This is an optimization exercise on Yosys and OpenROAD, whose aim is small area, not a production implementation.
Function was checked by simulation only, so behaviour that the tests miss may differ from the original.
Power is estimated from default activity; no workload was simulated.

== run A ==
## riscv_cpu
module riscv_cpu (
    input         clk, reset,
    output [31:0] PC,
    input  [31:0] Instr,
    output        MemWrite,
    output [31:0] Mem_WrAddr, Mem_WrData,
    input  [31:0] ReadData,
    output [31:0] Result
);
export LEC_CHECK = 0
export CAP_MARGIN = 20
export CORE_MARGIN = 2
export CORE_UTILIZATION = 50
export GPL_TIMING_DRIVEN = 0
export SETUP_SLACK_MARGIN = 0.5
export SLEW_MARGIN = 20
export SYNTH_HIERARCHICAL = 1
export SYNTH_MINIMUM_KEEP_SIZE = 0
create_clock -name core_clock -period 12.0 [get_ports {clk}]
standard.sh (not shown) runs the stock make flow with config.mk's settings and CLKGATE_MAP_FILE= SYNTH_SCRIPT=/design/flow/synth_recipe.tcl, a recipe that flattens the netlist after the stock synthesis.
==> flow/flow/run.sh <==
#!/bin/bash
# Layout flow: the standard flow (standard.sh) with the standard synthesis
# unchanged; after synthesis two changes:
#  - placement, CTS and routing may not use buffers or inverters larger than
#    size 4, nor the delay cells, so port and repair buffers are small cells;
#  - CTS inserts no dummy loads.
# Each make run's full output goes to its own log here; ORFS's own logs are
# under orfs/logs.
set -euo pipefail
cd "$(dirname "$0")/.."
PLATFORM_DONT_USE=$(sed -n '/export DONT_USE_CELLS/,/[^\\]$/p' "$FLOW_HOME/platforms/$FLOW_PLATFORM/config.mk" \
  | grep -o 'sky130_fd_sc_hd__[A-Za-z0-9_]*' | tr '\n' ' ')
EXTRA=""
for c in buf_6 buf_8 buf_12 buf_16 bufbuf_8 bufbuf_16 bufinv_8 bufinv_16 \
         inv_6 inv_8 inv_12 inv_16 clkinv_8 clkinv_16 clkinvlp_4 clkbuf_16 \
         clkdlybuf4s15_1 clkdlybuf4s15_2 clkdlybuf4s18_1 clkdlybuf4s18_2 \
         clkdlybuf4s25_1 clkdlybuf4s25_2 clkdlybuf4s50_1 clkdlybuf4s50_2 dlygate4sd1_1 dlygate4sd2_1 \
         dlygate4sd3_1 dlymetal6s2s_1 dlymetal6s4s_1 dlymetal6s6s_1; do
  EXTRA="$EXTRA sky130_fd_sc_hd__$c"
done
CTS="-sink_clustering_enable -repair_clock_nets -sink_clustering_size 16 -sink_clustering_max_diameter 80"
CTS="$CTS -buf_list sky130_fd_sc_hd__clkbuf_8 -dont_use_dummy_load"
# 1. the standard synthesis, unchanged
bash standard.sh synth > synth.log 2>&1
# 2. the rest of the standard flow with the changes above
bash standard.sh "DONT_USE_CELLS=$PLATFORM_DONT_USE $EXTRA" "CTS_ARGS=$CTS" finish > layout.log 2>&1
> inputs changed (run A -> run B)
-- flow/config.mk --
<<< run A, line 7
export LEC_CHECK = 0
export CAP_MARGIN = 20
export CORE_MARGIN = 2
export CORE_UTILIZATION = 50
export GPL_TIMING_DRIVEN = 0
export SETUP_SLACK_MARGIN = 0.5
export SLEW_MARGIN = 20
export SYNTH_HIERARCHICAL = 1
>>> run B, line 7
export LEC_CHECK = 0
export CAP_MARGIN = 10
export CORE_MARGIN = 2
export CORE_UTILIZATION = 55
export GPL_TIMING_DRIVEN = 0
export SETUP_SLACK_MARGIN = 0.4
export SLEW_MARGIN = 10
export SYNTH_HIERARCHICAL = 1
[summary]
- Run B vs run A on mean number of vias per cell: run B is the higher one.
- Non-clock buffer area fraction after layout ends up lower on run B.
- [compare] base=run A new=run B: portion of total power attributed to the clock network decreased by 0.2 points relative to the old numbers, synthesized cell count was more or less identical.
- Compared with run A, run B shows number of clock buffer instances in the layout that has gone down slightly.
- Internal power contribution of run B falls short of that of run A slightly.
### run B -> run C
-- flow/config.mk --
<<< run B, line 7
export LEC_CHECK = 0
export CAP_MARGIN = 10
export CORE_MARGIN = 2
>>> run C, line 7
export LEC_CHECK = 0
export CAP_MARGIN = 0
export CORE_MARGIN = 2
<<< run B, line 11
export GPL_TIMING_DRIVEN = 0
export SETUP_SLACK_MARGIN = 0.4
export SLEW_MARGIN = 10
export SYNTH_HIERARCHICAL = 1
>>> run C, line 11
export GPL_TIMING_DRIVEN = 0
export SETUP_SLACK_MARGIN = 0.5
export SLEW_MARGIN = 0
export SYNTH_HIERARCHICAL = 1
==> run notes <==
Summary of run C over run B: utilization decreased by 0.38 points relative to the old numbers, path depth of the worst reg2reg path increased by 6.5% relative to the old numbers. Run C: non-clock buffer count lower than run B. Run C finished every stage; the final checks, however, were not passed, the failures being max-capacitance violations, max-slew violations. Compared with run B, run C instantiates a smaller number of standard cells. As far as gate count after technology mapping goes, run B and run C are indistinguishable; the numbers are identical.
Input-level comparison between run D and run C:
-- flow/config.mk --
<<< run C, line 7
export LEC_CHECK = 0
export CAP_MARGIN = 0
export CORE_MARGIN = 2
>>> run D, line 7
export LEC_CHECK = 0
export CAP_MARGIN = 10
export CORE_MARGIN = 2
<<< run C, line 11
export GPL_TIMING_DRIVEN = 0
export SETUP_SLACK_MARGIN = 0.5
export SLEW_MARGIN = 0
export SYNTH_HIERARCHICAL = 1
>>> run D, line 11
export GPL_TIMING_DRIVEN = 0
export SETUP_SLACK_MARGIN = 0.25
export SLEW_MARGIN = 10
export SYNTH_HIERARCHICAL = 1
[summary]
Among run D and run C, a clean, completed layout was produced by run D alone.
Run D vs run C on first-iteration DRC count: run D is the higher one.
Re number of buffers and inverters on the critical path: run D is 1 down on run C.
Delta (run D minus run C): combinational fraction of design power did not really move, total vias in the final route essentially unchanged, number of pins with negative max-slew slack in the final report shrank by 33, buffer count from post-CTS setup fixing shrank by 10, number of violations of the max-capacitance limit decreased by 1 relative to the old numbers.
The fraction of area in multi-input gates in run D sits 0.19 points below the value recorded for run C.
Input changes introduced in run E (baseline for comparison: run D):
-- flow/flow/run.sh --
<<< run D, line 20
done
CTS="-sink_clustering_enable -repair_clock_nets -sink_clustering_size 16 -sink_clustering_max_diameter 80"
CTS="$CTS -buf_list sky130_fd_sc_hd__clkbuf_8 -dont_use_dummy_load"
>>> run E, line 20
done
CTS="-sink_clustering_enable -repair_clock_nets -sink_clustering_size 18 -sink_clustering_max_diameter 80"
CTS="$CTS -buf_list sky130_fd_sc_hd__clkbuf_8 -dont_use_dummy_load"
-- flow/config.mk --
<<< run D, line 11
export GPL_TIMING_DRIVEN = 0
export SETUP_SLACK_MARGIN = 0.25
export SLEW_MARGIN = 10
>>> run E, line 11
export GPL_TIMING_DRIVEN = 0
export SETUP_SLACK_MARGIN = 0.15
export SLEW_MARGIN = 10
### Flow results
Run E ended with every stage complete and zero timing, DRC or antenna violations.
Max clock power share across run E and run D: run D
Comparing run D with run E, the wire length of the first global-routing pass came out essentially unchanged.
Looking at worst hold slack, run E sits 0.015 ns above run D.
Delta (run E minus run D): area taken by multi-input logic gates about even; part of the power in combinational logic increased 0.2 points.
Changes observed in run E relative to run D: sequential share of cell area stayed essentially flat, wire length flat, final area comparable.
Count of filler cells inserted in the layout: run E vs run D — no meaningful difference

[static timing again, ports no longer ideal]
In the flow no input, the clock included, has a driving cell. The finished layouts below were timed again as built, in two steps. Step 1: set_driving_cell puts a clkbuf_16 on clk and a buf_2 on each other input, an assumption about the parent block. Step 2 times the ports against the registers' clock, not the clock port: input delays grow and output delays shrink by t, the midpoint of the rising clock arrivals with the driver on. Three values: no drivers, after step 1, after step 2; two values: the first two.
run | shift t [ns] | slack for setup (ns) | clock arrival spread, ns
run A | 0.844 | 0.640 / 0.460 / 0.460 | 0.100 / 0.100
run B | 0.797 | 0.537 / 0.370 / 0.370 | 0.089 / 0.089
run C | 0.802 | 0.538 / 0.425 / 0.425 | 0.099 / 0.098
run D | 0.797 | 0.330 / 0.176 / 0.176 | 0.086 / 0.086
run E | 0.768 | 0.214 / 0.036 / 0.036 | 0.110 / 0.110
For run A, which loses most, drivers alone change the setup slack by -0.180 ns; drivers and shift together by -0.180 ns.
